Background: an optimization exercise with open tools, aiming at a short achievable clock period and few clock cycles. Do not read the settings as production practice. The RTL was checked by simulation tests, not by an equivalence proof against the original design. Power and IR drop assume default switching activity.

==> flow/design.v (excerpt) <==
module Muliti_CPU (
	input clk,
	input reset,
	input MIO_ready,
	input [31:0] Data_in,
	output mem_w,
	output CPU_MIO,
	output [31:0] Addr_out,
	output [31:0] Data_out );
Settings: LEC_CHECK=0, ABC_CLOCK_PERIOD_IN_PS=2500, CAP_MARGIN=30, CORE_MARGIN=2, CORE_UTILIZATION=30, PLACE_DENSITY=0.5, SLEW_MARGIN=30; clock period 11.0 ns.
standard.sh (not shown) runs the stock make flow with config.mk's settings and CLKGATE_MAP_FILE= SYNTH_SCRIPT=/design/flow/synth_recipe.tcl, a recipe that flattens the netlist after the stock synthesis.
==> flow/flow/run.sh <==
#!/bin/bash
# The standard layout (the standard.sh: standard synthesis and the ORFS
# steps) with changes to how it is made only; constraints and clock period
# are unchanged:
#  - the port buffers that buffer_ports inserts are buf_6 cells rather than
#    the smallest buffer (a slow delay cell).
set -euo pipefail
MARGIN=${MARGIN:-6.8}
bash standard.sh SETUP_SLACK_MARGIN=$MARGIN SKIP_GATE_CLONING=1 \
  "BUFFER_PORTS_ARGS=-buffer_cell sky130_fd_sc_hd__buf_6" \
  finish > standard_make.log 2>&1
Testbench counts at the start, summed over its fixed seeds: cycles 71,639.
Then changed:
--- a/flow/design.v
+++ b/flow/design.v
@@ -47,23 +47,24 @@
 	reg [31:0] pcx4;
 	reg [31:0] btgt;
 	reg [15:0] x_imm;
 	reg        x_add, x_sub, x_and, x_or, x_xor, x_nor, x_sltu, x_srl, x_lui, x_jal;
 	reg        x_we;         
 	reg [4:0]  x_dst;
 	reg        x_lw, x_sw;
 	reg        x_br, x_bne, x_pred;    
 	reg        x_jr;                   
 	reg        x_jrp;                  
 	reg [31:0] x_ptgt;                 
-	reg [2:0]  x_bidx;                 
+	reg [2:0]  x_bidx;
+	reg [26:0] x_btag;                 
 	reg [31:0] R [1:31];
 	reg [31:1] rvld;         
 	integer i;
 	wire [31:0] sum  = A + O2;
 	wire [32:0] diff = {1'b0, A} + {1'b0, ~O2} + 33'd1;
 	reg [31:0] xres;
 	always @* begin
 		xres = 32'b0;
 		if (x_add)  xres = xres | sum;
 		if (x_sub)  xres = xres | diff[31:0];
 		if (x_and)  xres = xres | (A & O2);
@@ -116,31 +117,33 @@
 	wire d_or   = f_or | r_ori;
 	wire d_xor  = f_xor | r_xori;
 	wire d_sltu = f_sltu | r_sltiu;
 	wire d_add  = ~(f_sub | d_and | d_or | d_xor | f_nor | d_sltu | f_srl | r_lui | r_jal);
 	wire       r_wr_rd = r_r && !r_jr;
 	wire       r_wr_rt = r_addi | r_andi | r_ori | r_xori | r_sltiu | r_lui;
 	wire [4:0] r_dst   = r_jal ? 5'd31 : (r_wr_rd ? rd : rt);
 	wire       r_we    = (r_wr_rd | r_wr_rt | r_jal) && (r_dst != 5'd0);
 	wire [31:0] imm32 = {{16{ir[15]}}, ir[15:0]};
 	wire ldfA = wb_en && (wb_rd == rs);
 	wire ldfB = wb_en && (wb_rd == rt);
-	reg [31:0] rA, rB;
+	reg [31:0] rA_raw, rB_raw;    
 	always @* begin
-		rA = ldfA ? wbq : 32'b0;
-		rB = ldfB ? wbq : 32'b0;
+		rA_raw = 32'b0;
+		rB_raw = 32'b0;
 		for (i = 1; i < 32; i = i + 1) begin
-			rA = rA | ((selA[i] && rvld[i] && !ldfA) ? R[i] : 32'b0);
-			rB = rB | ((selB[i] && rvld[i] && !ldfB) ? R[i] : 32'b0);
+			rA_raw = rA_raw | ((selA[i] && rvld[i]) ? R[i] : 32'b0);
+			rB_raw = rB_raw | ((selB[i] && rvld[i]) ? R[i] : 32'b0);
 		end
 	end
+	wire [31:0] rA = ldfA ? wbq : rA_raw;
+	wire [31:0] rB = ldfB ? wbq : rB_raw;
 	wire hitA = x_wr && (x_dst == rs);
 	wire hitB = x_wr && (x_dst == rt);
 	wire [31:0] A_next = hitA ? xres : rA;
 	wire [31:0] B_next = hitB ? xres : rB;
 	wire ldA  = x_act && x_lw && (x_dst == rs) && (rs != 5'd0);
 	wire r_sp     = r_br && !r_pt && ir[15];                  
 	wire r_predt  = r_br && (r_pt | ir[15]);                  
 	wire r_jrgo   = r_jr && !r_pret && (rt == 5'd0) && !ldA;   
 	wire [31:0] r_btgt = pcr4 + {imm32[29:0], 2'b00};
 	wire r_act    = rv && !mode_mem && !x_redir;
 	wire r_go_t   = r_sp;                                      
@@ -252,22 +255,23 @@
 			x_we    <= r_we;
 			x_dst   <= r_lw ? rt : r_dst;
 			x_lw    <= r_lw;
 			x_sw    <= r_sw;
 			x_br    <= r_br;
 			x_bne   <= r_bne;
 			x_pred  <= r_predt;
 			x_jr    <= r_jr && !r_jrgo && !r_pret;
 			x_jrp   <= r_jr && r_pret;
 			x_ptgt  <= r_ptgt;
 			x_bidx  <= pcr[4:2];
+			x_btag  <= pcr[31:5];
 		end
 	end
 	always @(posedge clk or posedge reset) begin
 		if (reset) begin
 			rvld <= 31'b0;
 		end else begin
 			for (i = 1; i < 32; i = i + 1)
 				if (wb_en && wb_rd == i) rvld[i] <= 1'b1;
 		end
 	end
 	always @(posedge clk) begin
@@ -279,34 +283,37 @@
 			for (i = 0; i < 8; i = i + 1) bt_v[i] <= 1'b0;
 			bu_set <= 1'b0;
 			bu_clr <= 1'b0;
 		end else begin
 			if (bu_set) bt_v[bu_idx] <= 1'b1;
 			else if (bu_clr) bt_v[bu_idx] <= 1'b0;
 			bu_set <= 1'b0;
 			bu_clr <= 1'b0;
 			if (!mode_mem) begin
 				if (x_act && x_br) begin
 					bu_clr <= x_bad && !x_taken;
+					bu_set <= x_bad && x_taken;
 				end else begin
 					bu_set <= r_act && r_go_t;
 					bu_clr <= r_act && r_go_n;
 				end
 			end
 		end
 	end
 	always @(posedge clk) begin
 		if (bu_set) begin
 			bt_tag[bu_idx] <= bu_tag;
 			bt_tgt[bu_idx] <= bu_tgt;
 		end
 		if (!mode_mem) begin
 			if (x_act && x_br) begin
 				bu_idx <= x_bidx;
+				bu_tag <= x_btag;
+				bu_tgt <= btgt[31:2];
 			end else begin
 				bu_idx <= pcr[4:2];
 				bu_tag <= pcr[31:5];
 				bu_tgt <= r_btgt[31:2];
 			end
 		end
 	end
 endmodule
=>
- The changed run finished with timing, DRC and antenna clean
- non-clock buffer count decreases by 93
- design area stays flat
- synthesized area is higher by 1.6%
- die area grows by 1.6%
- clock power came out higher by 5.5%
Testbench counts after the change, summed over its fixed seeds: cycles 69,748.

[re-timing with driven ports]
The results above use ideal ports. As a check the final layouts listed here were re-extracted and re-timed, cells and wires unchanged.
Step 1 (the two cells are an assumption about what drives the block):
set clk [get_ports {clk}]
set_driving_cell -lib_cell sky130_fd_sc_hd__clkbuf_16 $clk
set_driving_cell -lib_cell sky130_fd_sc_hd__buf_2 [delete_from_list [all_inputs] $clk]
Step 2 times the ports against the registers' clock, not the clock port: input delays grow and output delays shrink by t, the midpoint of the rising clock arrivals with the driver on.
Slacks: ideal / step 1 / step 2; pairs: ideal / step 1.
run | t (ns) | setup slack, ns | cell pins on the clock port's net
the first run | 1.021 | 6.722 / 6.722 / 5.862 | 1
the second run | 1.039 | 6.713 / 6.640 / 5.858 | 1
After both steps setup and hold are still met in every run listed. For the first run, which loses most, drivers alone change the setup slack by 0.000 ns; drivers and shift together by -0.860 ns.
